This design comes from an exercise in tuning for small area, a short achievable clock period and few clock cycles on the open sky130 flow, not from production work. Function was not checked in any run shown here: the RTL went through the layout flow alone. Power figures rest on the tool's default switching activity, not on a simulated workload.

==> flow/config.mk <==
export PLATFORM = sky130hd
export DESIGN_NAME = seq_gcd
export DESIGN_NICKNAME = seq_gcd
export VERILOG_FILES = /design/flow/design.v
export SDC_FILE = /design/flow/constraint.sdc
export NUM_CORES = 4
export LEC_CHECK = 0
export ABC_AREA = 1
export CAP_MARGIN = 20
export CORE_MARGIN = 2
export CORE_UTILIZATION = 50
export PLACE_DENSITY = 0.7
export SLEW_MARGIN = 20
==> flow/constraint.sdc <==
create_clock -name core_clock -period 70.0 [get_ports {clk}]
set_input_delay 14.0000 -clock core_clock [delete_from_list [all_inputs] [get_ports {clk}]]
set_output_delay 14.0000 -clock core_clock [all_outputs]
set_load 0.01 [all_outputs]
==> flow/design.v <==
`default_nettype none
module seq_gcd (
	input  wire        clk,
	input  wire        rst_n,
	input  wire [31:0] la_write_a,
	input  wire [31:0] la_write_b,
	input  wire [31:0] a_i,
	input  wire [31:0] b_i,
	output wire [31:0] gcd_o,
	output wire [31:0] rdata,
	output reg         ready
);
	reg [31:0] a_q;
	reg [31:0] b_q;
	reg        busy;
	wire la_load = (&la_write_a) & (&la_write_b);
	genvar g;
	function [4:0] enc;
		input [31:0] t;
		integer i;
		begin
			enc = 5'd0;
			for (i = 1; i < 32; i = i + 1)
				if (!t[i]) enc = i[4:0];
		end
	endfunction
	wire [31:0] ab = a_q | b_q;
	wire [32:0] hk;
	wire [31:0] hk_s0 = ab[31:0];
	wire [31:0] hk_s1 = {hk_s0[31] | hk_s0[30], hk_s0[30], hk_s0[29] | hk_s0[28], hk_s0[28], hk_s0[27] | hk_s0[26], hk_s0[26], hk_s0[25] | hk_s0[24], hk_s0[24], hk_s0[23] | hk_s0[22], hk_s0[22], hk_s0[21] | hk_s0[20], hk_s0[20], hk_s0[19] | hk_s0[18], hk_s0[18], hk_s0[17] | hk_s0[16], hk_s0[16], hk_s0[15] | hk_s0[14], hk_s0[14], hk_s0[13] | hk_s0[12], hk_s0[12], hk_s0[11] | hk_s0[10], hk_s0[10], hk_s0[9] | hk_s0[8], hk_s0[8], hk_s0[7] | hk_s0[6], hk_s0[6], hk_s0[5] | hk_s0[4], hk_s0[4], hk_s0[3] | hk_s0[2], hk_s0[2], hk_s0[1] | hk_s0[0], hk_s0[0]};
	wire [31:0] hk_s2 = {hk_s1[31] | hk_s1[29], hk_s1[30] | hk_s1[29], hk_s1[29], hk_s1[28], hk_s1[27] | hk_s1[25], hk_s1[26] | hk_s1[25], hk_s1[25], hk_s1[24], hk_s1[23] | hk_s1[21], hk_s1[22] | hk_s1[21], hk_s1[21], hk_s1[20], hk_s1[19] | hk_s1[17], hk_s1[18] | hk_s1[17], hk_s1[17], hk_s1[16], hk_s1[15] | hk_s1[13], hk_s1[14] | hk_s1[13], hk_s1[13], hk_s1[12], hk_s1[11] | hk_s1[9], hk_s1[10] | hk_s1[9], hk_s1[9], hk_s1[8], hk_s1[7] | hk_s1[5], hk_s1[6] | hk_s1[5], hk_s1[5], hk_s1[4], hk_s1[3] | hk_s1[1], hk_s1[2] | hk_s1[1], hk_s1[1], hk_s1[0]};
	wire [31:0] hk_s3 = {hk_s2[31] | hk_s2[27], hk_s2[30] | hk_s2[27], hk_s2[29] | hk_s2[27], hk_s2[28] | hk_s2[27], hk_s2[27], hk_s2[26], hk_s2[25], hk_s2[24], hk_s2[23] | hk_s2[19], hk_s2[22] | hk_s2[19], hk_s2[21] | hk_s2[19], hk_s2[20] | hk_s2[19], hk_s2[19], hk_s2[18], hk_s2[17], hk_s2[16], hk_s2[15] | hk_s2[11], hk_s2[14] | hk_s2[11], hk_s2[13] | hk_s2[11], hk_s2[12] | hk_s2[11], hk_s2[11], hk_s2[10], hk_s2[9], hk_s2[8], hk_s2[7] | hk_s2[3], hk_s2[6] | hk_s2[3], hk_s2[5] | hk_s2[3], hk_s2[4] | hk_s2[3], hk_s2[3], hk_s2[2], hk_s2[1], hk_s2[0]};
	wire [31:0] hk_s4 = {hk_s3[31] | hk_s3[23], hk_s3[30] | hk_s3[23], hk_s3[29] | hk_s3[23], hk_s3[28] | hk_s3[23], hk_s3[27] | hk_s3[23], hk_s3[26] | hk_s3[23], hk_s3[25] | hk_s3[23], hk_s3[24] | hk_s3[23], hk_s3[23], hk_s3[22], hk_s3[21], hk_s3[20], hk_s3[19], hk_s3[18], hk_s3[17], hk_s3[16], hk_s3[15] | hk_s3[7], hk_s3[14] | hk_s3[7], hk_s3[13] | hk_s3[7], hk_s3[12] | hk_s3[7], hk_s3[11] | hk_s3[7], hk_s3[10] | hk_s3[7], hk_s3[9] | hk_s3[7], hk_s3[8] | hk_s3[7], hk_s3[7], hk_s3[6], hk_s3[5], hk_s3[4], hk_s3[3], hk_s3[2], hk_s3[1], hk_s3[0]};
	wire [31:0] hk_s5 = {hk_s4[31] | hk_s4[15], hk_s4[30] | hk_s4[15], hk_s4[29] | hk_s4[15], hk_s4[28] | hk_s4[15], hk_s4[27] | hk_s4[15], hk_s4[26] | hk_s4[15], hk_s4[25] | hk_s4[15], hk_s4[24] | hk_s4[15], hk_s4[23] | hk_s4[15], hk_s4[22] | hk_s4[15], hk_s4[21] | hk_s4[15], hk_s4[20] | hk_s4[15], hk_s4[19] | hk_s4[15], hk_s4[18] | hk_s4[15], hk_s4[17] | hk_s4[15], hk_s4[16] | hk_s4[15], hk_s4[15], hk_s4[14], hk_s4[13], hk_s4[12], hk_s4[11], hk_s4[10], hk_s4[9], hk_s4[8], hk_s4[7], hk_s4[6], hk_s4[5], hk_s4[4], hk_s4[3], hk_s4[2], hk_s4[1], hk_s4[0]};
	assign hk = {hk_s5, 1'b0};
	wire [31:0] low    = ab & ~hk[31:0];
	wire [4:0]  k      = enc(hk[31:0]);
	wire        a_lo   = |(a_q & low);
	wire        b_lo   = |(b_q & low);
	wire        a_zero = ~|a_q;
	wire        pre    = ~(a_lo & b_lo);
	wire        sel_b = a_lo | a_zero;
	wire [31:0] x0    = a_q & ~{32{pre & sel_b}};
	wire [31:0] y0    = b_q & ~{32{pre & ~sel_b}};
	wire [32:0] s0_v;
	wire [31:0] s0_p = x0 ^ ~y0;
	wire [31:0] s0_g0 = x0 & ~y0;
	wire s0_G1_0 = s0_g0[1] | (s0_p[1] & (x0[0] | ~y0[0]));
	wire s0_G3_2 = s0_g0[3] | (s0_p[3] & s0_g0[2]);
	wire s0_P3_2 = s0_p[3] & s0_p[2];
	wire s0_G5_4 = s0_g0[5] | (s0_p[5] & s0_g0[4]);
	wire s0_P5_4 = s0_p[5] & s0_p[4];
	wire s0_G7_6 = s0_g0[7] | (s0_p[7] & s0_g0[6]);
	wire s0_P7_6 = s0_p[7] & s0_p[6];
	wire s0_G9_8 = s0_g0[9] | (s0_p[9] & s0_g0[8]);
	wire s0_P9_8 = s0_p[9] & s0_p[8];
	wire s0_G11_10 = s0_g0[11] | (s0_p[11] & s0_g0[10]);
	wire s0_P11_10 = s0_p[11] & s0_p[10];
	wire s0_G13_12 = s0_g0[13] | (s0_p[13] & s0_g0[12]);
	wire s0_P13_12 = s0_p[13] & s0_p[12];
	wire s0_G15_14 = s0_g0[15] | (s0_p[15] & s0_g0[14]);
	wire s0_P15_14 = s0_p[15] & s0_p[14];
	wire s0_G17_16 = s0_g0[17] | (s0_p[17] & s0_g0[16]);
	wire s0_P17_16 = s0_p[17] & s0_p[16];
	wire s0_G19_18 = s0_g0[19] | (s0_p[19] & s0_g0[18]);
	wire s0_P19_18 = s0_p[19] & s0_p[18];
	wire s0_G21_20 = s0_g0[21] | (s0_p[21] & s0_g0[20]);
	wire s0_P21_20 = s0_p[21] & s0_p[20];
	wire s0_G23_22 = s0_g0[23] | (s0_p[23] & s0_g0[22]);
	wire s0_P23_22 = s0_p[23] & s0_p[22];
	wire s0_G25_24 = s0_g0[25] | (s0_p[25] & s0_g0[24]);
	wire s0_P25_24 = s0_p[25] & s0_p[24];
	wire s0_G27_26 = s0_g0[27] | (s0_p[27] & s0_g0[26]);
	wire s0_P27_26 = s0_p[27] & s0_p[26];
	wire s0_G29_28 = s0_g0[29] | (s0_p[29] & s0_g0[28]);
	wire s0_P29_28 = s0_p[29] & s0_p[28];
	wire s0_G31_30 = s0_g0[31] | (s0_p[31] & s0_g0[30]);
	wire s0_P31_30 = s0_p[31] & s0_p[30];
	wire s0_G3_0 = s0_G3_2 | (s0_P3_2 & s0_G1_0);
	wire s0_G7_4 = s0_G7_6 | (s0_P7_6 & s0_G5_4);
	wire s0_P7_4 = s0_P7_6 & s0_P5_4;
	wire s0_G11_8 = s0_G11_10 | (s0_P11_10 & s0_G9_8);
	wire s0_P11_8 = s0_P11_10 & s0_P9_8;
	wire s0_G15_12 = s0_G15_14 | (s0_P15_14 & s0_G13_12);
	wire s0_P15_12 = s0_P15_14 & s0_P13_12;
	wire s0_G19_16 = s0_G19_18 | (s0_P19_18 & s0_G17_16);
	wire s0_P19_16 = s0_P19_18 & s0_P17_16;
	wire s0_G23_20 = s0_G23_22 | (s0_P23_22 & s0_G21_20);
	wire s0_P23_20 = s0_P23_22 & s0_P21_20;
	wire s0_G27_24 = s0_G27_26 | (s0_P27_26 & s0_G25_24);
	wire s0_P27_24 = s0_P27_26 & s0_P25_24;
	wire s0_G31_28 = s0_G31_30 | (s0_P31_30 & s0_G29_28);
	wire s0_P31_28 = s0_P31_30 & s0_P29_28;
	wire s0_G7_0 = s0_G7_4 | (s0_P7_4 & s0_G3_0);
	wire s0_G15_8 = s0_G15_12 | (s0_P15_12 & s0_G11_8);
	wire s0_P15_8 = s0_P15_12 & s0_P11_8;
	wire s0_G23_16 = s0_G23_20 | (s0_P23_20 & s0_G19_16);
	wire s0_P23_16 = s0_P23_20 & s0_P19_16;
	wire s0_G31_24 = s0_G31_28 | (s0_P31_28 & s0_G27_24);
	wire s0_P31_24 = s0_P31_28 & s0_P27_24;
	wire s0_G15_0 = s0_G15_8 | (s0_P15_8 & s0_G7_0);
	wire s0_G31_16 = s0_G31_24 | (s0_P31_24 & s0_G23_16);
	wire s0_P31_16 = s0_P31_24 & s0_P23_16;
	wire s0_G31_0 = s0_G31_16 | (s0_P31_16 & s0_G15_0);
	wire s0_G23_0 = s0_G23_16 | (s0_P23_16 & s0_G15_0);
	wire s0_G11_0 = s0_G11_8 | (s0_P11_8 & s0_G7_0);
	wire s0_G19_0 = s0_G19_16 | (s0_P19_16 & s0_G15_0);
	wire s0_G27_0 = s0_G27_24 | (s0_P27_24 & s0_G23_0);
	wire s0_G5_0 = s0_G5_4 | (s0_P5_4 & s0_G3_0);
	wire s0_G9_0 = s0_G9_8 | (s0_P9_8 & s0_G7_0);
	wire s0_G13_0 = s0_G13_12 | (s0_P13_12 & s0_G11_0);
	wire s0_G17_0 = s0_G17_16 | (s0_P17_16 & s0_G15_0);
	wire s0_G21_0 = s0_G21_20 | (s0_P21_20 & s0_G19_0);
	wire s0_G25_0 = s0_G25_24 | (s0_P25_24 & s0_G23_0);
	wire s0_G29_0 = s0_G29_28 | (s0_P29_28 & s0_G27_0);
	wire s0_G2_0 = s0_g0[2] | (s0_p[2] & s0_G1_0);
	wire s0_G4_0 = s0_g0[4] | (s0_p[4] & s0_G3_0);
	wire s0_G6_0 = s0_g0[6] | (s0_p[6] & s0_G5_0);
	wire s0_G8_0 = s0_g0[8] | (s0_p[8] & s0_G7_0);
	wire s0_G10_0 = s0_g0[10] | (s0_p[10] & s0_G9_0);
	wire s0_G12_0 = s0_g0[12] | (s0_p[12] & s0_G11_0);
	wire s0_G14_0 = s0_g0[14] | (s0_p[14] & s0_G13_0);
	wire s0_G16_0 = s0_g0[16] | (s0_p[16] & s0_G15_0);
	wire s0_G18_0 = s0_g0[18] | (s0_p[18] & s0_G17_0);
	wire s0_G20_0 = s0_g0[20] | (s0_p[20] & s0_G19_0);
	wire s0_G22_0 = s0_g0[22] | (s0_p[22] & s0_G21_0);
	wire s0_G24_0 = s0_g0[24] | (s0_p[24] & s0_G23_0);
	wire s0_G26_0 = s0_g0[26] | (s0_p[26] & s0_G25_0);
	wire s0_G28_0 = s0_g0[28] | (s0_p[28] & s0_G27_0);
	wire s0_G30_0 = s0_g0[30] | (s0_p[30] & s0_G29_0);
	assign s0_v[0] = s0_p[0] ^ 1'b1;
	assign s0_v[1] = s0_p[1] ^ (x0[0] | ~y0[0]);
	assign s0_v[2] = s0_p[2] ^ s0_G1_0;
	assign s0_v[3] = s0_p[3] ^ s0_G2_0;
	assign s0_v[4] = s0_p[4] ^ s0_G3_0;
	assign s0_v[5] = s0_p[5] ^ s0_G4_0;
	assign s0_v[6] = s0_p[6] ^ s0_G5_0;
	assign s0_v[7] = s0_p[7] ^ s0_G6_0;
	assign s0_v[8] = s0_p[8] ^ s0_G7_0;
	assign s0_v[9] = s0_p[9] ^ s0_G8_0;
	assign s0_v[10] = s0_p[10] ^ s0_G9_0;
	assign s0_v[11] = s0_p[11] ^ s0_G10_0;
	assign s0_v[12] = s0_p[12] ^ s0_G11_0;
	assign s0_v[13] = s0_p[13] ^ s0_G12_0;
	assign s0_v[14] = s0_p[14] ^ s0_G13_0;
	assign s0_v[15] = s0_p[15] ^ s0_G14_0;
	assign s0_v[16] = s0_p[16] ^ s0_G15_0;
	assign s0_v[17] = s0_p[17] ^ s0_G16_0;
	assign s0_v[18] = s0_p[18] ^ s0_G17_0;
	assign s0_v[19] = s0_p[19] ^ s0_G18_0;
	assign s0_v[20] = s0_p[20] ^ s0_G19_0;
	assign s0_v[21] = s0_p[21] ^ s0_G20_0;
	assign s0_v[22] = s0_p[22] ^ s0_G21_0;
	assign s0_v[23] = s0_p[23] ^ s0_G22_0;
	assign s0_v[24] = s0_p[24] ^ s0_G23_0;
	assign s0_v[25] = s0_p[25] ^ s0_G24_0;
	assign s0_v[26] = s0_p[26] ^ s0_G25_0;
	assign s0_v[27] = s0_p[27] ^ s0_G26_0;
	assign s0_v[28] = s0_p[28] ^ s0_G27_0;
	assign s0_v[29] = s0_p[29] ^ s0_G28_0;
	assign s0_v[30] = s0_p[30] ^ s0_G29_0;
	assign s0_v[31] = s0_p[31] ^ s0_G30_0;
	assign s0_v[32] = ~s0_G31_0;
	wire s0_neg = s0_v[32];
	wire [32:0] s0_xy = {1'b0, x0 ^ y0};
	wire [33:0] s0_h;
	wire [32:0] s0_h_s0 = s0_xy[32:0];
	wire [32:0] s0_h_s1 = {s0_h_s0[32], s0_h_s0[31] | s0_h_s0[30], s0_h_s0[30], s0_h_s0[29] | s0_h_s0[28], s0_h_s0[28], s0_h_s0[27] | s0_h_s0[26], s0_h_s0[26], s0_h_s0[25] | s0_h_s0[24], s0_h_s0[24], s0_h_s0[23] | s0_h_s0[22], s0_h_s0[22], s0_h_s0[21] | s0_h_s0[20], s0_h_s0[20], s0_h_s0[19] | s0_h_s0[18], s0_h_s0[18], s0_h_s0[17] | s0_h_s0[16], s0_h_s0[16], s0_h_s0[15] | s0_h_s0[14], s0_h_s0[14], s0_h_s0[13] | s0_h_s0[12], s0_h_s0[12], s0_h_s0[11] | s0_h_s0[10], s0_h_s0[10], s0_h_s0[9] | s0_h_s0[8], s0_h_s0[8], s0_h_s0[7] | s0_h_s0[6], s0_h_s0[6], s0_h_s0[5] | s0_h_s0[4], s0_h_s0[4], s0_h_s0[3] | s0_h_s0[2], s0_h_s0[2], s0_h_s0[1] | s0_h_s0[0], s0_h_s0[0]};
	wire [32:0] s0_h_s2 = {s0_h_s1[32], s0_h_s1[31] | s0_h_s1[29], s0_h_s1[30] | s0_h_s1[29], s0_h_s1[29], s0_h_s1[28], s0_h_s1[27] | s0_h_s1[25], s0_h_s1[26] | s0_h_s1[25], s0_h_s1[25], s0_h_s1[24], s0_h_s1[23] | s0_h_s1[21], s0_h_s1[22] | s0_h_s1[21], s0_h_s1[21], s0_h_s1[20], s0_h_s1[19] | s0_h_s1[17], s0_h_s1[18] | s0_h_s1[17], s0_h_s1[17], s0_h_s1[16], s0_h_s1[15] | s0_h_s1[13], s0_h_s1[14] | s0_h_s1[13], s0_h_s1[13], s0_h_s1[12], s0_h_s1[11] | s0_h_s1[9], s0_h_s1[10] | s0_h_s1[9], s0_h_s1[9], s0_h_s1[8], s0_h_s1[7] | s0_h_s1[5], s0_h_s1[6] | s0_h_s1[5], s0_h_s1[5], s0_h_s1[4], s0_h_s1[3] | s0_h_s1[1], s0_h_s1[2] | s0_h_s1[1], s0_h_s1[1], s0_h_s1[0]};
	wire [32:0] s0_h_s3 = {s0_h_s2[32], s0_h_s2[31] | s0_h_s2[27], s0_h_s2[30] | s0_h_s2[27], s0_h_s2[29] | s0_h_s2[27], s0_h_s2[28] | s0_h_s2[27], s0_h_s2[27], s0_h_s2[26], s0_h_s2[25], s0_h_s2[24], s0_h_s2[23] | s0_h_s2[19], s0_h_s2[22] | s0_h_s2[19], s0_h_s2[21] | s0_h_s2[19], s0_h_s2[20] | s0_h_s2[19], s0_h_s2[19], s0_h_s2[18], s0_h_s2[17], s0_h_s2[16], s0_h_s2[15] | s0_h_s2[11], s0_h_s2[14] | s0_h_s2[11], s0_h_s2[13] | s0_h_s2[11], s0_h_s2[12] | s0_h_s2[11], s0_h_s2[11], s0_h_s2[10], s0_h_s2[9], s0_h_s2[8], s0_h_s2[7] | s0_h_s2[3], s0_h_s2[6] | s0_h_s2[3], s0_h_s2[5] | s0_h_s2[3], s0_h_s2[4] | s0_h_s2[3], s0_h_s2[3], s0_h_s2[2], s0_h_s2[1], s0_h_s2[0]};
	wire [32:0] s0_h_s4 = {s0_h_s3[32], s0_h_s3[31] | s0_h_s3[23], s0_h_s3[30] | s0_h_s3[23], s0_h_s3[29] | s0_h_s3[23], s0_h_s3[28] | s0_h_s3[23], s0_h_s3[27] | s0_h_s3[23], s0_h_s3[26] | s0_h_s3[23], s0_h_s3[25] | s0_h_s3[23], s0_h_s3[24] | s0_h_s3[23], s0_h_s3[23], s0_h_s3[22], s0_h_s3[21], s0_h_s3[20], s0_h_s3[19], s0_h_s3[18], s0_h_s3[17], s0_h_s3[16], s0_h_s3[15] | s0_h_s3[7], s0_h_s3[14] | s0_h_s3[7], s0_h_s3[13] | s0_h_s3[7], s0_h_s3[12] | s0_h_s3[7], s0_h_s3[11] | s0_h_s3[7], s0_h_s3[10] | s0_h_s3[7], s0_h_s3[9] | s0_h_s3[7], s0_h_s3[8] | s0_h_s3[7], s0_h_s3[7], s0_h_s3[6], s0_h_s3[5], s0_h_s3[4], s0_h_s3[3], s0_h_s3[2], s0_h_s3[1], s0_h_s3[0]};
	wire [32:0] s0_h_s5 = {s0_h_s4[32], s0_h_s4[31] | s0_h_s4[15], s0_h_s4[30] | s0_h_s4[15], s0_h_s4[29] | s0_h_s4[15], s0_h_s4[28] | s0_h_s4[15], s0_h_s4[27] | s0_h_s4[15], s0_h_s4[26] | s0_h_s4[15], s0_h_s4[25] | s0_h_s4[15], s0_h_s4[24] | s0_h_s4[15], s0_h_s4[23] | s0_h_s4[15], s0_h_s4[22] | s0_h_s4[15], s0_h_s4[21] | s0_h_s4[15], s0_h_s4[20] | s0_h_s4[15], s0_h_s4[19] | s0_h_s4[15], s0_h_s4[18] | s0_h_s4[15], s0_h_s4[17] | s0_h_s4[15], s0_h_s4[16] | s0_h_s4[15], s0_h_s4[15], s0_h_s4[14], s0_h_s4[13], s0_h_s4[12], s0_h_s4[11], s0_h_s4[10], s0_h_s4[9], s0_h_s4[8], s0_h_s4[7], s0_h_s4[6], s0_h_s4[5], s0_h_s4[4], s0_h_s4[3], s0_h_s4[2], s0_h_s4[1], s0_h_s4[0]};
	wire [32:0] s0_h_s6 = {s0_h_s5[32] | s0_h_s5[31], s0_h_s5[31], s0_h_s5[30], s0_h_s5[29], s0_h_s5[28], s0_h_s5[27], s0_h_s5[26], s0_h_s5[25], s0_h_s5[24], s0_h_s5[23], s0_h_s5[22], s0_h_s5[21], s0_h_s5[20], s0_h_s5[19], s0_h_s5[18], s0_h_s5[17], s0_h_s5[16], s0_h_s5[15], s0_h_s5[14], s0_h_s5[13], s0_h_s5[12], s0_h_s5[11], s0_h_s5[10], s0_h_s5[9], s0_h_s5[8], s0_h_s5[7], s0_h_s5[6], s0_h_s5[5], s0_h_s5[4], s0_h_s5[3], s0_h_s5[2], s0_h_s5[1], s0_h_s5[0]};
	assign s0_h = {s0_h_s6, 1'b0};
	wire        s0_zero = ~s0_h[33];
	wire [31:0] s0_u   = s0_v[31:0] ^ (s0_h[31:0] & {32{s0_neg}});
	wire [4:0]  s0_amt = enc(s0_h[31:0]) - k;
	wire [2:0]  s0_sh  = (|s0_amt[4:3]) ? {3{1'b1}} : s0_amt[2:0];
	wire [31:0] s0_n   = s0_u >> s0_sh;
	wire [31:0] x1 = (pre ? a_lo : s0_neg) ? a_q : b_q;
	wire [31:0] y1 = s0_n;
	wire        s0_done = pre ? (s0_zero | a_zero) : s0_zero;
	wire [32:0] s1_v;
	wire [31:0] s1_p = x1 ^ ~y1;
	wire [31:0] s1_g0 = x1 & ~y1;
	wire s1_G1_0 = s1_g0[1] | (s1_p[1] & (x1[0] | ~y1[0]));
	wire s1_G3_2 = s1_g0[3] | (s1_p[3] & s1_g0[2]);
	wire s1_P3_2 = s1_p[3] & s1_p[2];
	wire s1_G5_4 = s1_g0[5] | (s1_p[5] & s1_g0[4]);
	wire s1_P5_4 = s1_p[5] & s1_p[4];
	wire s1_G7_6 = s1_g0[7] | (s1_p[7] & s1_g0[6]);
	wire s1_P7_6 = s1_p[7] & s1_p[6];
	wire s1_G9_8 = s1_g0[9] | (s1_p[9] & s1_g0[8]);
	wire s1_P9_8 = s1_p[9] & s1_p[8];
	wire s1_G11_10 = s1_g0[11] | (s1_p[11] & s1_g0[10]);
	wire s1_P11_10 = s1_p[11] & s1_p[10];
	wire s1_G13_12 = s1_g0[13] | (s1_p[13] & s1_g0[12]);
	wire s1_P13_12 = s1_p[13] & s1_p[12];
	wire s1_G15_14 = s1_g0[15] | (s1_p[15] & s1_g0[14]);
	wire s1_P15_14 = s1_p[15] & s1_p[14];
	wire s1_G17_16 = s1_g0[17] | (s1_p[17] & s1_g0[16]);
	wire s1_P17_16 = s1_p[17] & s1_p[16];
	wire s1_G19_18 = s1_g0[19] | (s1_p[19] & s1_g0[18]);
	wire s1_P19_18 = s1_p[19] & s1_p[18];
	wire s1_G21_20 = s1_g0[21] | (s1_p[21] & s1_g0[20]);
	wire s1_P21_20 = s1_p[21] & s1_p[20];
	wire s1_G23_22 = s1_g0[23] | (s1_p[23] & s1_g0[22]);
	wire s1_P23_22 = s1_p[23] & s1_p[22];
	wire s1_G25_24 = s1_g0[25] | (s1_p[25] & s1_g0[24]);
	wire s1_P25_24 = s1_p[25] & s1_p[24];
	wire s1_G27_26 = s1_g0[27] | (s1_p[27] & s1_g0[26]);
	wire s1_P27_26 = s1_p[27] & s1_p[26];
	wire s1_G29_28 = s1_g0[29] | (s1_p[29] & s1_g0[28]);
	wire s1_P29_28 = s1_p[29] & s1_p[28];
	wire s1_G31_30 = s1_g0[31] | (s1_p[31] & s1_g0[30]);
	wire s1_P31_30 = s1_p[31] & s1_p[30];
	wire s1_G3_0 = s1_G3_2 | (s1_P3_2 & s1_G1_0);
	wire s1_G7_4 = s1_G7_6 | (s1_P7_6 & s1_G5_4);
	wire s1_P7_4 = s1_P7_6 & s1_P5_4;
	wire s1_G11_8 = s1_G11_10 | (s1_P11_10 & s1_G9_8);
	wire s1_P11_8 = s1_P11_10 & s1_P9_8;
	wire s1_G15_12 = s1_G15_14 | (s1_P15_14 & s1_G13_12);
	wire s1_P15_12 = s1_P15_14 & s1_P13_12;
	wire s1_G19_16 = s1_G19_18 | (s1_P19_18 & s1_G17_16);
	wire s1_P19_16 = s1_P19_18 & s1_P17_16;
	wire s1_G23_20 = s1_G23_22 | (s1_P23_22 & s1_G21_20);
	wire s1_P23_20 = s1_P23_22 & s1_P21_20;
	wire s1_G27_24 = s1_G27_26 | (s1_P27_26 & s1_G25_24);
	wire s1_P27_24 = s1_P27_26 & s1_P25_24;
	wire s1_G31_28 = s1_G31_30 | (s1_P31_30 & s1_G29_28);
	wire s1_P31_28 = s1_P31_30 & s1_P29_28;
	wire s1_G7_0 = s1_G7_4 | (s1_P7_4 & s1_G3_0);
	wire s1_G15_8 = s1_G15_12 | (s1_P15_12 & s1_G11_8);
	wire s1_P15_8 = s1_P15_12 & s1_P11_8;
	wire s1_G23_16 = s1_G23_20 | (s1_P23_20 & s1_G19_16);
	wire s1_P23_16 = s1_P23_20 & s1_P19_16;
	wire s1_G31_24 = s1_G31_28 | (s1_P31_28 & s1_G27_24);
	wire s1_P31_24 = s1_P31_28 & s1_P27_24;
	wire s1_G15_0 = s1_G15_8 | (s1_P15_8 & s1_G7_0);
	wire s1_G31_16 = s1_G31_24 | (s1_P31_24 & s1_G23_16);
	wire s1_P31_16 = s1_P31_24 & s1_P23_16;
	wire s1_G31_0 = s1_G31_16 | (s1_P31_16 & s1_G15_0);
	wire s1_G23_0 = s1_G23_16 | (s1_P23_16 & s1_G15_0);
	wire s1_G11_0 = s1_G11_8 | (s1_P11_8 & s1_G7_0);
	wire s1_G19_0 = s1_G19_16 | (s1_P19_16 & s1_G15_0);
	wire s1_G27_0 = s1_G27_24 | (s1_P27_24 & s1_G23_0);
	wire s1_G5_0 = s1_G5_4 | (s1_P5_4 & s1_G3_0);
	wire s1_G9_0 = s1_G9_8 | (s1_P9_8 & s1_G7_0);
	wire s1_G13_0 = s1_G13_12 | (s1_P13_12 & s1_G11_0);
	wire s1_G17_0 = s1_G17_16 | (s1_P17_16 & s1_G15_0);
	wire s1_G21_0 = s1_G21_20 | (s1_P21_20 & s1_G19_0);
	wire s1_G25_0 = s1_G25_24 | (s1_P25_24 & s1_G23_0);
	wire s1_G29_0 = s1_G29_28 | (s1_P29_28 & s1_G27_0);
	wire s1_G2_0 = s1_g0[2] | (s1_p[2] & s1_G1_0);
	wire s1_G4_0 = s1_g0[4] | (s1_p[4] & s1_G3_0);
	wire s1_G6_0 = s1_g0[6] | (s1_p[6] & s1_G5_0);
	wire s1_G8_0 = s1_g0[8] | (s1_p[8] & s1_G7_0);
	wire s1_G10_0 = s1_g0[10] | (s1_p[10] & s1_G9_0);
	wire s1_G12_0 = s1_g0[12] | (s1_p[12] & s1_G11_0);
	wire s1_G14_0 = s1_g0[14] | (s1_p[14] & s1_G13_0);
	wire s1_G16_0 = s1_g0[16] | (s1_p[16] & s1_G15_0);
	wire s1_G18_0 = s1_g0[18] | (s1_p[18] & s1_G17_0);
	wire s1_G20_0 = s1_g0[20] | (s1_p[20] & s1_G19_0);
	wire s1_G22_0 = s1_g0[22] | (s1_p[22] & s1_G21_0);
	wire s1_G24_0 = s1_g0[24] | (s1_p[24] & s1_G23_0);
	wire s1_G26_0 = s1_g0[26] | (s1_p[26] & s1_G25_0);
	wire s1_G28_0 = s1_g0[28] | (s1_p[28] & s1_G27_0);
	wire s1_G30_0 = s1_g0[30] | (s1_p[30] & s1_G29_0);
	assign s1_v[0] = s1_p[0] ^ 1'b1;
	assign s1_v[1] = s1_p[1] ^ (x1[0] | ~y1[0]);
	assign s1_v[2] = s1_p[2] ^ s1_G1_0;
	assign s1_v[3] = s1_p[3] ^ s1_G2_0;
	assign s1_v[4] = s1_p[4] ^ s1_G3_0;
	assign s1_v[5] = s1_p[5] ^ s1_G4_0;
	assign s1_v[6] = s1_p[6] ^ s1_G5_0;
	assign s1_v[7] = s1_p[7] ^ s1_G6_0;
	assign s1_v[8] = s1_p[8] ^ s1_G7_0;
	assign s1_v[9] = s1_p[9] ^ s1_G8_0;
	assign s1_v[10] = s1_p[10] ^ s1_G9_0;
	assign s1_v[11] = s1_p[11] ^ s1_G10_0;
	assign s1_v[12] = s1_p[12] ^ s1_G11_0;
	assign s1_v[13] = s1_p[13] ^ s1_G12_0;
	assign s1_v[14] = s1_p[14] ^ s1_G13_0;
	assign s1_v[15] = s1_p[15] ^ s1_G14_0;
	assign s1_v[16] = s1_p[16] ^ s1_G15_0;
	assign s1_v[17] = s1_p[17] ^ s1_G16_0;
	assign s1_v[18] = s1_p[18] ^ s1_G17_0;
	assign s1_v[19] = s1_p[19] ^ s1_G18_0;
	assign s1_v[20] = s1_p[20] ^ s1_G19_0;
	assign s1_v[21] = s1_p[21] ^ s1_G20_0;
	assign s1_v[22] = s1_p[22] ^ s1_G21_0;
	assign s1_v[23] = s1_p[23] ^ s1_G22_0;
	assign s1_v[24] = s1_p[24] ^ s1_G23_0;
	assign s1_v[25] = s1_p[25] ^ s1_G24_0;
	assign s1_v[26] = s1_p[26] ^ s1_G25_0;
	assign s1_v[27] = s1_p[27] ^ s1_G26_0;
	assign s1_v[28] = s1_p[28] ^ s1_G27_0;
	assign s1_v[29] = s1_p[29] ^ s1_G28_0;
	assign s1_v[30] = s1_p[30] ^ s1_G29_0;
	assign s1_v[31] = s1_p[31] ^ s1_G30_0;
	assign s1_v[32] = ~s1_G31_0;
	wire s1_neg = s1_v[32];
	wire [32:0] s1_xy = {1'b0, x1 ^ y1};
	wire [33:0] s1_h;
	wire [32:0] s1_h_s0 = s1_xy[32:0];
	wire [32:0] s1_h_s1 = {s1_h_s0[32], s1_h_s0[31] | s1_h_s0[30], s1_h_s0[30], s1_h_s0[29] | s1_h_s0[28], s1_h_s0[28], s1_h_s0[27] | s1_h_s0[26], s1_h_s0[26], s1_h_s0[25] | s1_h_s0[24], s1_h_s0[24], s1_h_s0[23] | s1_h_s0[22], s1_h_s0[22], s1_h_s0[21] | s1_h_s0[20], s1_h_s0[20], s1_h_s0[19] | s1_h_s0[18], s1_h_s0[18], s1_h_s0[17] | s1_h_s0[16], s1_h_s0[16], s1_h_s0[15] | s1_h_s0[14], s1_h_s0[14], s1_h_s0[13] | s1_h_s0[12], s1_h_s0[12], s1_h_s0[11] | s1_h_s0[10], s1_h_s0[10], s1_h_s0[9] | s1_h_s0[8], s1_h_s0[8], s1_h_s0[7] | s1_h_s0[6], s1_h_s0[6], s1_h_s0[5] | s1_h_s0[4], s1_h_s0[4], s1_h_s0[3] | s1_h_s0[2], s1_h_s0[2], s1_h_s0[1] | s1_h_s0[0], s1_h_s0[0]};
	wire [32:0] s1_h_s2 = {s1_h_s1[32], s1_h_s1[31] | s1_h_s1[29], s1_h_s1[30] | s1_h_s1[29], s1_h_s1[29], s1_h_s1[28], s1_h_s1[27] | s1_h_s1[25], s1_h_s1[26] | s1_h_s1[25], s1_h_s1[25], s1_h_s1[24], s1_h_s1[23] | s1_h_s1[21], s1_h_s1[22] | s1_h_s1[21], s1_h_s1[21], s1_h_s1[20], s1_h_s1[19] | s1_h_s1[17], s1_h_s1[18] | s1_h_s1[17], s1_h_s1[17], s1_h_s1[16], s1_h_s1[15] | s1_h_s1[13], s1_h_s1[14] | s1_h_s1[13], s1_h_s1[13], s1_h_s1[12], s1_h_s1[11] | s1_h_s1[9], s1_h_s1[10] | s1_h_s1[9], s1_h_s1[9], s1_h_s1[8], s1_h_s1[7] | s1_h_s1[5], s1_h_s1[6] | s1_h_s1[5], s1_h_s1[5], s1_h_s1[4], s1_h_s1[3] | s1_h_s1[1], s1_h_s1[2] | s1_h_s1[1], s1_h_s1[1], s1_h_s1[0]};
	wire [32:0] s1_h_s3 = {s1_h_s2[32], s1_h_s2[31] | s1_h_s2[27], s1_h_s2[30] | s1_h_s2[27], s1_h_s2[29] | s1_h_s2[27], s1_h_s2[28] | s1_h_s2[27], s1_h_s2[27], s1_h_s2[26], s1_h_s2[25], s1_h_s2[24], s1_h_s2[23] | s1_h_s2[19], s1_h_s2[22] | s1_h_s2[19], s1_h_s2[21] | s1_h_s2[19], s1_h_s2[20] | s1_h_s2[19], s1_h_s2[19], s1_h_s2[18], s1_h_s2[17], s1_h_s2[16], s1_h_s2[15] | s1_h_s2[11], s1_h_s2[14] | s1_h_s2[11], s1_h_s2[13] | s1_h_s2[11], s1_h_s2[12] | s1_h_s2[11], s1_h_s2[11], s1_h_s2[10], s1_h_s2[9], s1_h_s2[8], s1_h_s2[7] | s1_h_s2[3], s1_h_s2[6] | s1_h_s2[3], s1_h_s2[5] | s1_h_s2[3], s1_h_s2[4] | s1_h_s2[3], s1_h_s2[3], s1_h_s2[2], s1_h_s2[1], s1_h_s2[0]};
	wire [32:0] s1_h_s4 = {s1_h_s3[32], s1_h_s3[31] | s1_h_s3[23], s1_h_s3[30] | s1_h_s3[23], s1_h_s3[29] | s1_h_s3[23], s1_h_s3[28] | s1_h_s3[23], s1_h_s3[27] | s1_h_s3[23], s1_h_s3[26] | s1_h_s3[23], s1_h_s3[25] | s1_h_s3[23], s1_h_s3[24] | s1_h_s3[23], s1_h_s3[23], s1_h_s3[22], s1_h_s3[21], s1_h_s3[20], s1_h_s3[19], s1_h_s3[18], s1_h_s3[17], s1_h_s3[16], s1_h_s3[15] | s1_h_s3[7], s1_h_s3[14] | s1_h_s3[7], s1_h_s3[13] | s1_h_s3[7], s1_h_s3[12] | s1_h_s3[7], s1_h_s3[11] | s1_h_s3[7], s1_h_s3[10] | s1_h_s3[7], s1_h_s3[9] | s1_h_s3[7], s1_h_s3[8] | s1_h_s3[7], s1_h_s3[7], s1_h_s3[6], s1_h_s3[5], s1_h_s3[4], s1_h_s3[3], s1_h_s3[2], s1_h_s3[1], s1_h_s3[0]};
	wire [32:0] s1_h_s5 = {s1_h_s4[32], s1_h_s4[31] | s1_h_s4[15], s1_h_s4[30] | s1_h_s4[15], s1_h_s4[29] | s1_h_s4[15], s1_h_s4[28] | s1_h_s4[15], s1_h_s4[27] | s1_h_s4[15], s1_h_s4[26] | s1_h_s4[15], s1_h_s4[25] | s1_h_s4[15], s1_h_s4[24] | s1_h_s4[15], s1_h_s4[23] | s1_h_s4[15], s1_h_s4[22] | s1_h_s4[15], s1_h_s4[21] | s1_h_s4[15], s1_h_s4[20] | s1_h_s4[15], s1_h_s4[19] | s1_h_s4[15], s1_h_s4[18] | s1_h_s4[15], s1_h_s4[17] | s1_h_s4[15], s1_h_s4[16] | s1_h_s4[15], s1_h_s4[15], s1_h_s4[14], s1_h_s4[13], s1_h_s4[12], s1_h_s4[11], s1_h_s4[10], s1_h_s4[9], s1_h_s4[8], s1_h_s4[7], s1_h_s4[6], s1_h_s4[5], s1_h_s4[4], s1_h_s4[3], s1_h_s4[2], s1_h_s4[1], s1_h_s4[0]};
	wire [32:0] s1_h_s6 = {s1_h_s5[32] | s1_h_s5[31], s1_h_s5[31], s1_h_s5[30], s1_h_s5[29], s1_h_s5[28], s1_h_s5[27], s1_h_s5[26], s1_h_s5[25], s1_h_s5[24], s1_h_s5[23], s1_h_s5[22], s1_h_s5[21], s1_h_s5[20], s1_h_s5[19], s1_h_s5[18], s1_h_s5[17], s1_h_s5[16], s1_h_s5[15], s1_h_s5[14], s1_h_s5[13], s1_h_s5[12], s1_h_s5[11], s1_h_s5[10], s1_h_s5[9], s1_h_s5[8], s1_h_s5[7], s1_h_s5[6], s1_h_s5[5], s1_h_s5[4], s1_h_s5[3], s1_h_s5[2], s1_h_s5[1], s1_h_s5[0]};
	assign s1_h = {s1_h_s6, 1'b0};
	wire        s1_zero = ~s1_h[33];
	wire [31:0] s1_u   = s1_v[31:0] ^ (s1_h[31:0] & {32{s1_neg}});
	wire [4:0]  s1_amt = enc(s1_h[31:0]) - k;
	wire [2:0]  s1_sh  = (|s1_amt[4:3]) ? {3{1'b1}} : s1_amt[2:0];
	wire [31:0] s1_n   = s1_u >> s1_sh;
	wire [31:0] x2 = s1_neg ? x1 : y1;
	wire [31:0] y2 = s1_n;
	wire        s1_done = s1_zero;
	wire done = s0_done | s1_done;
	wire [31:0] res = s0_done ? x1 : (x2);
	always @(posedge clk) begin
		a_q <= busy ? res : a_i;
		b_q <= busy ? y2 : b_i;
	end
	always @(posedge clk or negedge rst_n) begin
		if (~rst_n) begin
			busy  <= 1'b0;
			ready <= 1'b0;
		end else begin
			busy  <= busy ? ~done : la_load;
			ready <= busy & done;
		end
	end
	assign gcd_o = a_q;
	assign rdata = 32'd0;
endmodule
`default_nettype wire
==> flow/flow/run.sh <==
#!/bin/bash
# The standard layout with two changes: port buffers use the smallest buffer
# cell (buf_1) instead of buffer_ports' default choice, and clock tree
# synthesis adds no dummy loads.
set -euo pipefail
export BUFFER_PORTS_ARGS="-buffer_cell sky130_fd_sc_hd__buf_1"
export CTS_ARGS="-sink_clustering_enable -repair_clock_nets -dont_use_dummy_load"
bash standard.sh > flow.log 2>&1
==> flow/standard.sh <==
#!/bin/bash
# synth_recipe.tcl (not shown) runs the flow's synth.tcl, then flattens the netlist and writes it again
# the make line also repeats each setting of config.mk as NAME=value (left out here)
make -C /OpenROAD-flow-scripts/flow DESIGN_CONFIG=/design/flow/config.mk WORK_HOME=/design/flow/orfs CLKGATE_MAP_FILE= SYNTH_SCRIPT=/design/flow/synth_recipe.tcl "${@:-finish}"
==> flow_summary.yaml, run 1 <==
run_status:
  status: "complete, no violations"
synth:
  synthTopCellsByArea: "nand2_1 (20%), nand3_1 (20%), dfxtp_1 (10%)"
  ys_top_cells_by_count: "nand2_1 (664), nand3_1 (488), inv_1 (190)"
  synth_seq_cells: 66
  async_reset_ff_frac: 0.03030
  synthesis.area_sq_um: 12390
  synth.most_common_cell: "nand2_1"
  synth-edff-count: 0
  synth_flop_cell: "dfxtp_1"
  synth_top_area_cell: "nand2_1"
  yosysTopAreaCellShare: 0.2011
  synthDistinctLibCells: 53
  ys_seq_area_frac: 0.1074
  yosysWarningCount: 1
  synthCells: 2157
  avgSynthCellArea_sq_um: 5.746
cts:
  max-clock-path-buffers: 2
  cts_setup_buffers: 0
  cts-root-buf: "clkbuf_16"
  clk_pin_slew_ns: 0.06
  clock-sinks: 66
  cts_tree: "done"
  hold_buffers: 0
  ctsHtreeMaxLevel: 3
  clk_latency_ns: 0.35
  cts_made_buffers: 9
  cts_resized: 0
placed_design:
  port-buffer-count: 162
  dp_hpwl_mm: 34.49
  routabilityCongestion: 0.9662
detailed_routing:
  drtPass1Iterations: 6
  viasPerCell: 5.801
  drc: 0
  drt_iter0_markers: 1792
  routed_wl_mm: 42.65
  wl_per_cell_microns: 16.59
  routed-via-count: 14920
  ant_nets: 0
critical_path:
  worstSetupPathType: "register to output port"
  cp.depth: 1
  worstReg2RegStart: "b_q[2]$_DFF_P_"
  worstPathCellList: "buf_1"
  reg2reg_depth: 74
  cp-end-kind: "output port"
  critPathMaxStageDelay_ns: 0.43
  cpLargestDelayFamily: "flip-flops"
  cp.buffers_inverters: 1
  cp.required_ns: 56.00
  crit_path_top_delay_cell: "dfxtp_1"
  path_max_fanout: 5
  crit_start: "a_q[12]$_DFF_P_"
  r2r-end: "b_q[27]$_DFF_P_"
  start_kind: "register"
  cp.arrival_ns: 1.06
  r2r_slack_ns: 54.94
cells_and_area:
  antenna_cells: 0
  utilization: 0.5403
  drive_above_1_share: 0.03649
  final_nets: 2491
  area_growth_pct: 6.007
  nFillCells: 2611
timing:
  period_share: 0.2152
  setup_viol: 0
  period_minus_slack_ns: 15.06
  fmax_mhz: 66.39
  hold_violations: 0
  clock_skew_ns: 0.01025
  drv_slew: 0
  relSlewSlack: 0.2974
  worst_pin_slew_ns: 1.051
  tns_ns: 0
  holdWs_ns: 0.7158
  rsz0062_at_grt: "no"
min_path:
  hold_depth: 4
  min_to: "a_q[28]$_DFF_P_"
  worstHoldStart: "a_q[28]$_DFF_P_"
  worstHoldPathType: "register to register"
global_routing:
  grt_remaining_overflow: 0
  grt_pass1_vias: 13080
  antenna_found_initial: 0
  grt_pass1_wl_mm: 67.07
  grt_max_degree: 68
  track_usage: 0.3195
power_and_ir_drop:
  switching_share: 0.6096
  power_frac_comb: 0.868
  total_power_mw: 0.6275
  p_sw_mw: 0.3825
  ir_worst_vdd_v: 0.00008130
  p_seq_frac: 0.070
  leakage_nw: 6.617
  p_int_mw: 0.2450
  p_per_area_nw_per_um2: 47.76
  clkPwrFrac: 0.063
floorplan:
  die_w_microns: 161.4
  start_util: 0.5096
  ios: 195
  die_h_microns: 161.4
  dieArea_sq_um: 26060
  rows: 57
  core_region_area_sq_um: 24320
run:
  max_cap_viol_count: 0
## through the flow
step | std cells | cell area (sq um) | worst slack [ns]
after global routing | 2571 | 13140 | 53.68
after floorplan | 2188 | 12510 | 55.35
after global placement | 2562 | 12910 | 55.12
after CTS | 2571 | 13140 | 54.97
after detailed placement | 2562 | 12910 | 55.09
final | 2571 | 13140 | 54.94
## how the worst max path moves through the flow
stage / endpoint / slack [ns]
after floorplan: busy$_DFF_PN0_ / 55.35
after global placement: busy$_DFF_PN0_ / 55.12
after detailed placement: busy$_DFF_PN0_ / 55.09
after CTS: gcd_o[12] / 54.97
after global routing: b_q[27]$_DFF_P_ / 53.68
final: gcd_o[12] / 54.94
## flip-flops by register name, summed over array words and instances (netlist names)
signal and cells:
a_q 32, b_q 32, busy 1, ready 1
## power by group through the flow
stage	clock network, mW	logic [mW]	registers [mW]
after floorplan	0	0.435	0.0427
after global placement	0	0.522	0.0440
after detailed placement	0	0.529	0.0441
after CTS	0.0394	0.533	0.0433
after global routing	0.0409	0.617	0.0437
final	0.0393	0.544	0.0437
## final cells by class
type,instances,area [sq um],share of cell area
repair buffers,170,668.1,0.05085
inverters,201,754.5,0.05742
multi-input cells,1801,9754,0.7424
flip-flops and latches,66,1331,0.1013
clock buffers,9,225.2,0.01714
well taps,324,405.4,0.03085
## worst reg2reg max path: cells and delay by family (launching register included)
family	cells	cell delay (ns)
AO/OA/AOI/OAI	7	0.98
buffers and inverters	8	2.31
adder cells (fa/ha/maj)	6	1.90
flip-flops	1	0.39
XOR/XNOR	1	0.19
AND/OR/NAND/NOR	52	9.16
## per-layer routing
layer,GRT usage,part of all wire
met4,0.07143,0.018
met5,0,0
met1,0.4837,0.45
met2,0.4662,0.41
met3,0.05829,0.12
## cell usage in the layout (no fill, tap or decap), types with 10 or more instances in the layout
cell type,netlist,layout
buf_1,3,162
dfxtp_1,64,64
xnor2_1,16,16
nand2_1,664,664
fa_1,34,34
nor2_2,10,10
o21ai_0,48,48
conb_1,1,32
a21oi_1,50,49
a21o_1,12,12
nand4_1,86,86
nand3_1,488,488
o211ai_1,11,11
inv_2,10,11
inv_1,190,189
nand3b_1,30,30
xor2_1,17,17
and2_1,26,26
nor2_1,121,120
ha_1,78,78
nand2_2,10,10
## cells by family (layout without fill, tap and decap cells)
logic type | count (synthesis) | in the layout | synth area share
flops | 66 | 66 | 0.1074
xor+xnor | 34 | 34 | 0.02463
other cells | 1 | 32 | 0.0003026
buf+inv | 321 | 380 | 0.1165
compound gates | 146 | 146 | 0.06925
simple gates | 1477 | 1477 | 0.5483
fa+ha+maj | 112 | 112 | 0.1337
==> run 2, diff against run 1 <==
--- a/flow/design.v
+++ b/flow/design.v
@@ -17,10 +17,12 @@
 	genvar g;
 	function [4:0] enc;
-		input [31:0] t;
-		integer i;
+		input [31:0] oh;
+		integer i, j;
 		begin
-			enc = 5'd0;
-			for (i = 1; i < 32; i = i + 1)
-				if (!t[i]) enc = i[4:0];
+			for (j = 0; j < 5; j = j + 1) begin
+				enc[j] = 1'b0;
+				for (i = 0; i < 32; i = i + 1)
+					if ((i >> j) & 1) enc[j] = enc[j] | oh[i];
+			end
 		end
 	endfunction
@@ -35,5 +37,5 @@
 	assign hk = {hk_s5, 1'b0};
 	wire [31:0] low    = ab & ~hk[31:0];
-	wire [4:0]  k      = enc(hk[31:0]);
+	wire [4:0]  k      = enc(low);
 	wire        a_lo   = |(a_q & low);
 	wire        b_lo   = |(b_q & low);
@@ -175,5 +177,5 @@
 	wire        s0_zero = ~s0_h[33];
 	wire [31:0] s0_u   = s0_v[31:0] ^ (s0_h[31:0] & {32{s0_neg}});
-	wire [4:0]  s0_amt = enc(s0_h[31:0]) - k;
+	wire [4:0]  s0_amt = enc(s0_xy[31:0] & ~s0_h[31:0]) - k;
 	wire [2:0]  s0_sh  = (|s0_amt[4:3]) ? {3{1'b1}} : s0_amt[2:0];
 	wire [31:0] s0_n   = s0_u >> s0_sh;
@@ -313,5 +315,5 @@
 	wire        s1_zero = ~s1_h[33];
 	wire [31:0] s1_u   = s1_v[31:0] ^ (s1_h[31:0] & {32{s1_neg}});
-	wire [4:0]  s1_amt = enc(s1_h[31:0]) - k;
+	wire [4:0]  s1_amt = enc(s1_xy[31:0] & ~s1_h[31:0]) - k;
 	wire [2:0]  s1_sh  = (|s1_amt[4:3]) ? {3{1'b1}} : s1_amt[2:0];
 	wire [31:0] s1_n   = s1_u >> s1_sh;
==> flow/flow/run.sh (replaced) <==
#!/bin/bash
# The standard layout with two changes: port buffers use the smallest buffer
# cell (buf_1) instead of buffer_ports' default choice, and clock tree
# synthesis uses small clock buffers and adds no dummy loads.
set -euo pipefail
export BUFFER_PORTS_ARGS="-buffer_cell sky130_fd_sc_hd__buf_1"
export CTS_ARGS="-sink_clustering_enable -repair_clock_nets -dont_use_dummy_load -buf_list sky130_fd_sc_hd__clkbuf_4 -root_buf sky130_fd_sc_hd__clkbuf_8"
bash standard.sh > flow.log 2>&1
==> run 2 against run 1 <==
Still clean. Non-clock buffer count increased by 1. Clock skew up 0.0092 ns. Sequential share of layout area up 0.13 points. Sequential cell count did not move. Via count decreased by 2.0%. Combinational power is 27% higher. Critical path type is now register to register.
==> flow_summary.yaml, run 2 <==
critical_path:
  worstSetupPathType: "register to register"
  reg2reg_depth: 68
  cpLargestDelayFamily: "simple AND/OR/NAND/NOR gates"
  cp.buffers_inverters: 10
  cp.arrival_ns: 15.66
  crit_path_top_delay_cell: "inv_2"
  critPathMaxStageDelay_ns: 0.66
  start_kind: "register"
  cp.required_ns: 70.23
  cp.depth: 68
  path_max_fanout: 34
  cp-end-kind: "register"
global_routing:
  grt_pass1_wl_mm: 72.54
  grt_remaining_overflow: 0
  track_usage: 0.3536
  antenna_found_initial: 0
  grt_pass1_vias: 13130
  grt_max_degree: 42
cts:
  hold_buffers: 0
  cts-root-buf: "clkbuf_8"
  cts_setup_buffers: 0
  clk_pin_slew_ns: 0.07
  max-clock-path-buffers: 2
  clk_latency_ns: 0.36
  cts_tree: "done"
  cts_made_buffers: 9
  ctsHtreeMaxLevel: 3
  clock-sinks: 66
  cts_resized: 0
power_and_ir_drop:
  ir_worst_vdd_v: 0.0001147
  leakage_nw: 6.434
  p_per_area_nw_per_um2: 58.87
detailed_routing:
  routed-via-count: 14620
  drc: 0
  viasPerCell: 5.878
  drt_iter0_markers: 1464
  drtPass1Iterations: 9
  routed_wl_mm: 47.06
  wl_per_cell_microns: 18.92
  ant_nets: 0
timing:
  setup_viol: 0
  fmax_mhz: 64.80
  clock_skew_ns: 0.01941
  tns_ns: 0
  hold_violations: 0
  period_share: 0.2204
  worst_pin_slew_ns: 1.063
  period_minus_slack_ns: 15.43
  rsz0062_at_grt: "no"
  relSlewSlack: 0.2914
  drv_slew: 0
synth:
  synth_top_area_cell: "nand3_1"
  synth_flop_cell: "dfxtp_1"
  ys_seq_area_frac: 0.1077
  yosysWarningCount: 1
  yosysTopAreaCellShare: 0.1725
  avgSynthCellArea_sq_um: 5.971
  synth-edff-count: 0
  synthCells: 2070
  synth_seq_cells: 66
  synthesis.area_sq_um: 12360
  synthTopCellsByArea: "nand3_1 (17%), nand2_1 (15%), dfxtp_1 (10%)"
  synthDistinctLibCells: 62
  async_reset_ff_frac: 0.03030
  synth.most_common_cell: "nand2_1"
  ys_top_cells_by_count: "nand2_1 (499), nand3_1 (426), inv_1 (210)"
placed_design:
  dp_hpwl_mm: 38.57
  dpl-instance-area_sq_um: 12840
  routabilityCongestion: 0.9950
  port-buffer-count: 162
run_status:
  status: "complete, no violations"
min_path:
  hold_depth: 3
  worstHoldPathType: "register to register"
cells_and_area:
  drive_above_1_share: 0.03560
  area_growth_pct: 4.909
  final_nets: 2407
  final_cell_area_sq_um: 12970
  final_cell_mix: "nand2_1 (499), nand3_1 (426), inv_1 (210)"
  final_common_cell: "nand2_1"
  utilization: 0.5332
  reg.largest.list: "a_q (32), b_q (32)"
  antenna_cells: 0
floorplan:
  core_region_area_sq_um: 24320
  rows: 57
  die_w_microns: 161.2
  dieArea_sq_um: 26000
  start_util: 0.5083
  die_h_microns: 161.2
  ios: 195
run:
  max_cap_viol_count: 0
-- run 2: cell types whose count changed after synthesis, sizes merged, moves of 8 or more --
| cell | change |
|---|---|
| inv | +18 |
| nand2 | -168 |
| nand3 | -62 |
| nand3b | -27 |
| nor2 | +59 |
| nor3 | +10 |
| nor4 | +16 |
| o22ai | +23 |
| or2 | -8 |
| xnor2 | +20 |
| xor2 | +40 |
-- run 2: worst paths after layout --
path / to / startpoint / slack [ns]
setup / recovery: b_q[22]$_DFF_P_ / b_q[4]$_DFF_P_ / 54.57
min in group asynchronous: ready$_DFF_PN0_ / rst_n / 13.43
hold reg to reg: ready$_DFF_PN0_ / busy$_DFF_PN0_ / 0.80
setup reg to reg: b_q[22]$_DFF_P_ / b_q[4]$_DFF_P_ / 54.57
hold / removal: ready$_DFF_PN0_ / busy$_DFF_PN0_ / 0.80
max in group asynchronous: busy$_DFF_PN0_ / rst_n / 56.45
-- run 2: layer usage --
metal	vias to the layer above	track usage	part of all wire
met5	-	0	0
met4	0	0.09984	0.027
met3	59	0.05367	0.093
met2	702	0.5265	0.42
met1	6786	0.5265	0.46
li1	7071	-	-
-- run 2: per-stage QoR --
stage                     setup WS [ns]  power, mW  instances  hold slack (ns)
after global routing              53.27     0.8403       2487           0.8400
after detailed placement          54.90     0.7126       2478           0.7847
final                             54.57     0.7634       2487           0.8038
after global placement            55.01     0.7132       2478           0.7768
after floorplan                   55.35     0.5951       2101           0.6097
after CTS                         54.81     0.7456       2487           0.7749
-- run 2: cell families (layout without fill, tap and decap cells) --
logic type               count (synthesis)  after routing  share of synthesized area
AO/OA/AOI/OAI                          165            165                    0.08058
buffers and inverters                  339            401                     0.1252
flip-flops                              66             66                     0.1077
XOR/XNOR                                94             94                    0.06661
other                                    1             32                  0.0003034
adder cells (fa/ha/maj)                112            112                     0.1340
AND/OR/NAND/NOR                       1293           1293                     0.4856
-- run 2: cell type report --
type                    instances  area, sq um
repair buffers                171        675.6
inverters                     221        833.3
flip-flops and latches         66         1331
clock buffers                   9        123.9
multi-input cells            1696         9598
well taps                     324        405.4
fillers                      2628        11350
-- run 2: where the power goes --
group          total (mW)  internal (mW)  switching [mW]
Combinational       0.692          0.223           0.469
Clock              0.0266         0.0115          0.0151
Sequential         0.0444         0.0395         0.00485
Total               0.763          0.274           0.489
-- run 2: worst reg2reg max path: cells and delay by family, from the launching register on --
family,cells,cell delay [ns]
simple gates,48,9.40
fa+ha+maj,6,2.24
compound gates,4,0.39
flops,1,0.41
buf+inv,10,2.84
==> run 3, diff against run 2 <==
--- a/flow/config.mk
+++ b/flow/config.mk
@@ -9,5 +9,6 @@
 export CAP_MARGIN = 20
 export CORE_MARGIN = 2
-export CORE_UTILIZATION = 50
-export PLACE_DENSITY = 0.7
+export CORE_UTILIZATION = 60
+export GPL_TIMING_DRIVEN = 1
+export PLACE_DENSITY = 0.75
 export SLEW_MARGIN = 20
==> run 3 against run 2 <==
Clock power is 3% higher. Largest cell class unchanged. Sequential power barely moved. Final cell count shrank 2.3%. Worst hold slack worse by 0.078 ns. Setup slack worse by 0.080 ns. Register-to-register slack worse by 0.08 ns. Utilization up 10 points. Non-clock buffer count shrank 3. Global-route usage rose by 5.3 points. First-iteration DRC count rose by 27%. Sequential share of layout area grew 0.066 points.
==> flow_summary.yaml, run 3 <==
run_status:
  status: "complete, no violations"
synth:
  yosysTopAreaCellShare: 0.1725
  synthCells: 2070
  synthesis.area_sq_um: 12360
  synth_top_area_cell: "nand3_1"
  yosysWarningCount: 1
  synth.most_common_cell: "nand2_1"
  synthTopCellsByArea: "nand3_1 (17%), nand2_1 (15%), dfxtp_1 (10%)"
  avgSynthCellArea_sq_um: 5.971
  synth_seq_cells: 66
  ys_seq_area_frac: 0.1077
  synth-edff-count: 0
  synthDistinctLibCells: 62
  synth_flop_cell: "dfxtp_1"
  ys_top_cells_by_count: "nand2_1 (499), nand3_1 (426), inv_1 (210)"
  async_reset_ff_frac: 0.03030
critical_path:
  start_kind: "register"
  cpLargestDelayFamily: "simple AND/OR/NAND/NOR gates"
  crit_path_top_delay_cell: "inv_2"
  reg2reg_depth: 76
  cp.depth: 76
  cp.buffers_inverters: 11
  cp-end-kind: "register"
  worstReg2RegStart: "a_q[0]$_DFF_P_"
  crit_start: "a_q[0]$_DFF_P_"
  cp-endpoint: "b_q[6]$_DFF_P_"
  cp.arrival_ns: 15.71
  r2r-end: "b_q[6]$_DFF_P_"
  critPathMaxStageDelay_ns: 0.67
  cp.required_ns: 70.20
  r2r_slack_ns: 54.49
  cpMostUsedCell: "nor2_2"
  worstSetupPathType: "register to register"
  path_max_fanout: 34
cts:
  cts_resized: 0
  clk_latency_ns: 0.39
  clk_pin_slew_ns: 0.08
  cts_tree: "done"
  cts-root-buf: "clkbuf_8"
  max-clock-path-buffers: 2
  cts_made_buffers: 9
  clock-sinks: 66
  hold_buffers: 0
  ctsHtreeMaxLevel: 3
  cts_setup_buffers: 0
cells_and_area:
  nFillCells: 2045
  drive_above_1_share: 0.03472
  final_cell_mix: "nand2_1 (498), nand3_1 (426), inv_1 (210)"
  final_nets: 2404
  antenna_cells: 0
  reg.largest.list: "a_q (32), b_q (32)"
  final_cell_area_sq_um: 12880
  final_common_cell: "nand2_1"
  area_growth_pct: 4.242
global_routing:
  grt_pass1_wl_mm: 70.61
  grt_pass1_vias: 13330
  grt_max_degree: 69
  track_usage: 0.4063
  antenna_found_initial: 0
  grt_remaining_overflow: 0
timing:
  drv_slew: 0
  relSlewSlack: 0.2928
  hold_violations: 0
  fmax_mhz: 64.47
  clock_skew_ns: 0.02972
  tns_ns: 0
  period_minus_slack_ns: 15.51
  setup_slack_ns: 54.49
  worst_pin_slew_ns: 1.054
  rsz0062_at_grt: "no"
  period_share: 0.2216
  setup_viol: 0
  holdWs_ns: 0.7260
power_and_ir_drop:
  p_per_area_nw_per_um2: 59.40
  switching_share: 0.6410
  p_int_mw: 0.2748
  clkPwrFrac: 0.036
  ir_worst_vdd_v: 0.0001093
  p_sw_mw: 0.4907
  p_seq_frac: 0.058
  total_power_mw: 0.7654
  leakage_nw: 6.419
  power_frac_comb: 0.906
floorplan:
  core_region_area_sq_um: 20230
  start_util: 0.6109
  die_h_microns: 147.5
  rows: 52
  dieArea_sq_um: 21770
  die_w_microns: 147.5
  ios: 195
detailed_routing:
  routed_wl_mm: 45.53
  viasPerCell: 6.230
  routed-via-count: 15140
  drc: 0
  ant_nets: 0
  drt_iter0_markers: 1854
  drtPass1Iterations: 8
  wl_per_cell_microns: 18.73
placed_design:
  dpl_worst_slack_ns: 55.01
  port-buffer-count: 162
  routabilityCongestion: 1.039
  dp_hpwl_mm: 36.72
  dpl-instance-area_sq_um: 12760
min_path:
  worstHoldPathType: "register to register"
run:
  max_cap_viol_count: 0
-- run 3: cell counts after synthesis --
No cell type changed its count.
-- run 3: worst register-to-register path, delay by kind of cell (launching register included) --
| kind | cells | cell delay, ns |
|---|---|---|
| AOI/OAI and AO/OA | 5 | 0.55 |
| adders and majority gates | 4 | 1.59 |
| buffers and inverters | 11 | 2.85 |
| DFF | 1 | 0.43 |
| and+or+nand+nor | 56 | 9.95 |
-- run 3: stage by stage --
step	utilization	std cells
2_1_floorplan	-	2101
3_3_place_gp	0.6303	2421
3_5_place_dp	0.6305	2421
4_1_cts	0.6367	2430
5_1_grt	0.6368	2430
6_report	0.6368	2430
-- run 3: cells by family (layout without fill, tap and decap cells) --
group                      count (synthesis)  after routing  share of synthesized area
and+or+nand+nor                         1293           1293                     0.4856
adders and majority gates                112            112                     0.1340
other                                      1             32                  0.0003034
xor gates and xnor gates                  94             94                    0.06661
DFF                                       66             66                     0.1077
buffers and inverters                    339            398                     0.1252
AOI/OAI and AO/OA                        165            165                    0.08058
-- run 3: per-layer routing --
metal | global-route usage | vias up | share of wire
li1 | - | 7070 | -
met1 | 0.5876 | 6858 | 0.41
met2 | 0.6128 | 1090 | 0.42
met3 | 0.07531 | 121 | 0.14
met4 | 0.1240 | 0 | 0.035
met5 | 0 | - | 0
-- run 3: how the worst min path moves through the flow --
stage                                from         endpoint  slack (ns)  cells after the start
after floorplan           b_q[29]$_DFF_P_  a_q[29]$_DFF_P_        0.61                      4
after CTS                 b_q[29]$_DFF_P_  a_q[29]$_DFF_P_        0.70                      4
final                     b_q[29]$_DFF_P_  a_q[29]$_DFF_P_        0.73                      4
after detailed placement  b_q[29]$_DFF_P_  a_q[29]$_DFF_P_        0.71                      4
after global placement    b_q[29]$_DFF_P_  a_q[29]$_DFF_P_        0.70                      4
after global routing      b_q[29]$_DFF_P_  a_q[29]$_DFF_P_        0.76                      4
-- run 3: power groups by stage --
stage | Sequential [mW] | Clock [mW] | Combinational (mW)
2_1_floorplan | 0.0427 | 0 | 0.552
3_3_place_gp | 0.0445 | 0 | 0.656
3_5_place_dp | 0.0445 | 0 | 0.663
4_1_cts | 0.0437 | 0.0266 | 0.671
5_1_grt | 0.0441 | 0.0280 | 0.762
6_report | 0.0441 | 0.0275 | 0.694
-- run 3: layout make-up --
type,instances,area [sq um],area share
multi-input cells,1696,9605,0.7455
flip-flops and latches,66,1331,0.1033
inverters,221,833.3,0.06467
repair buffers,168,653.1,0.05069
well taps,270,337.8,0.02622
clock buffers,9,123.9,0.009614
==> run 4, diff against run 3 <==
--- a/flow/config.mk
+++ b/flow/config.mk
@@ -9,6 +9,5 @@
 export CAP_MARGIN = 20
 export CORE_MARGIN = 2
-export CORE_UTILIZATION = 60
-export GPL_TIMING_DRIVEN = 1
-export PLACE_DENSITY = 0.75
+export CORE_UTILIZATION = 70
+export PLACE_DENSITY = 0.85
 export SLEW_MARGIN = 20
==> run 4 against run 3 <==
Synthesized cell count stayed put. Clock skew is 0.012 ns lower. Fmax is 0.53% higher. Still clean on timing, DRC and antenna. Area after synthesis stayed put. Critical path depth is 3 lower. Setup slack better by 0.081 ns. Critical endpoint is now b_q[19]$_DFF_P_. Combinational power is 0.7% higher. Global-route usage is 4.1 points higher. Clock power is 3% lower. Worst hold slack better by 0.047 ns.
==> flow_summary.yaml, run 4 <==
floorplan:
  die_h_microns: 136.9
  dieArea_sq_um: 18740
  rows: 48
  ios: 195
  die_w_microns: 136.9
  core_region_area_sq_um: 17300
  start_util: 0.7146
cells_and_area:
  final_cell_mix: "nand2_1 (499), nand3_1 (426), inv_1 (210)"
  reg.largest.list: "a_q (32), b_q (32)"
  antenna_cells: 0
  final_nets: 2405
  area_growth_pct: 3.887
  final_cell_area_sq_um: 12840
  final_common_cell: "nand2_1"
  nFillCells: 1538
  final_cells: 2386
  utilization: 0.7424
  drive_above_1_share: 0.03471
critical_path:
  cp.required_ns: 70.21
  crit_path_top_delay_cell: "inv_2"
  critPathMaxStageDelay_ns: 0.68
  cp.arrival_ns: 15.64
  cp-end-kind: "register"
  path_max_fanout: 33
  start_kind: "register"
  worstSetupPathType: "register to register"
cts:
  max-clock-path-buffers: 2
  clk_pin_slew_ns: 0.08
  cts_setup_buffers: 0
  hold_buffers: 0
  clk_latency_ns: 0.37
  cts_made_buffers: 9
  cts-root-buf: "clkbuf_8"
  cts_tree: "done"
  clock-sinks: 66
  ctsHtreeMaxLevel: 3
  cts_resized: 0
timing:
  hold_violations: 0
  setup_slack_ns: 54.57
  holdWs_ns: 0.7729
  period_share: 0.2204
  rsz0062_at_grt: "no"
  clock_skew_ns: 0.01785
  tns_ns: 0
  drv_slew: 0
  relSlewSlack: 0.3032
  setup_viol: 0
  period_minus_slack_ns: 15.43
  worst_pin_slew_ns: 1.045
  fmax_mhz: 64.81
synth:
  synth_compound_area_frac: 0.08057
  async_reset_ff_frac: 0.03030
  synth_top_area_cell: "nand3_1"
  synthCells: 2070
  avgSynthCellArea_sq_um: 5.971
  synthTopCellsByArea: "nand3_1 (17%), nand2_1 (15%), dfxtp_1 (10%)"
  yosysWarningCount: 1
  yosys.area_share.simple: 0.4856
  synth_xor_area_frac: 0.06661
  synthDistinctLibCells: 62
  yosysTopAreaCellShare: 0.1725
  synth_top_family_by_area: "simple AND/OR/NAND/NOR gates"
  ys_top_cells_by_count: "nand2_1 (499), nand3_1 (426), inv_1 (210)"
  synth.most_common_cell: "nand2_1"
  synth-edff-count: 0
  synthesis.area_sq_um: 12360
  synth_adder_area_share: 0.1340
  ys_seq_area_frac: 0.1077
  synth_flop_cell: "dfxtp_1"
  synth_seq_cells: 66
  synthMuxAreaShare: 0
global_routing:
  grt_remaining_overflow: 0
  grt_pass1_vias: 13210
  antenna_found_initial: 0
  grt_max_degree: 70
  grt_pass1_wl_mm: 66.25
  track_usage: 0.4476
power_and_ir_drop:
  leakage_nw: 6.426
  ir_worst_vdd_v: 0.0001031
  p_per_area_nw_per_um2: 59.90
  total_power_mw: 0.7692
run_status:
  status: "complete, no violations"
detailed_routing:
  ant_nets: 0
  viasPerCell: 6.316
  routed-via-count: 15070
  routed_wl_mm: 42.52
  wl_per_cell_microns: 17.82
  drt_iter0_markers: 1812
  drtPass1Iterations: 12
  drc: 0
run:
  max_cap_viol_count: 0
placed_design:
  dp.cells: 2377
  dp_hpwl_mm: 34.30
  routabilityCongestion: 1.103
  dpl_worst_slack_ns: 55.12
  dpl-instance-area_sq_um: 12720
  port-buffer-count: 162
min_path:
  worstHoldPathType: "register to register"
## run 4: final cells by class
type	count	area [sq um]	area share
Clock buffer	9	123.9	0.009646
Inverter	221	833.3	0.06489
Multi-Input combinational cell	1696	9603	0.7478
Sequential cell	66	1331	0.1037
Tap cell	225	281.5	0.02192
Timing Repair Buffer	169	668.1	0.05203
## run 4: routing by layer
layer	track usage	vias to the layer above	part of all wire
met5	0	-	0
met4	0.1787	0	0.043
met3	0.1063	158	0.15
met2	0.6808	1180	0.42
met1	0.6097	6668	0.39
li1	-	7064	-
## run 4: kinds of logic after synthesis
kind of cell	Yosys count
AO/OA/AOI/OAI	165
adder cells (fa/ha/maj)	112
buffers and inverters	339
flip-flops	66
AND/OR/NAND/NOR	1293
other	1
XOR/XNOR	94
## run 4: report_power, final
group          switching (mW)  internal [mW]
clock network          0.0153         0.0115
logic                   0.470          0.228
registers             0.00419         0.0395
## run 4: worst max-delay path, delay by kind of cell, from the launching register on
| family | cells | cell delay, ns |
|---|---|---|
| and+or+nand+nor | 54 | 9.93 |
| buffers and inverters | 9 | 2.41 |
| adders and majority gates | 4 | 1.46 |
| AOI/OAI and AO/OA | 6 | 0.99 |
| DFF | 1 | 0.41 |
## run 4: worst paths after layout
check,startpoint,to,slack [ns],cells past startpoint
worst max-delay path,b_q[6]$_DFF_P_,b_q[19]$_DFF_P_,54.57,73
worst min-delay path,b_q[19]$_DFF_P_,a_q[19]$_DFF_P_,0.77,6
worst max register to register,b_q[6]$_DFF_P_,b_q[19]$_DFF_P_,54.57,73
worst min register to register,b_q[19]$_DFF_P_,a_q[19]$_DFF_P_,0.77,6
max in group asynchronous,rst_n,busy$_DFF_PN0_,56.44,1
min in group asynchronous,rst_n,ready$_DFF_PN0_,13.41,1

Re-timed with assumed drivers on the ports (clkbuf_16 on the clock, buf_2 on other inputs), run 4 has 54.570 ns of setup slack against 54.570 ns with ideal ports, and 54.570 ns once port delays also move by the mid clock arrival of 0.396 ns.
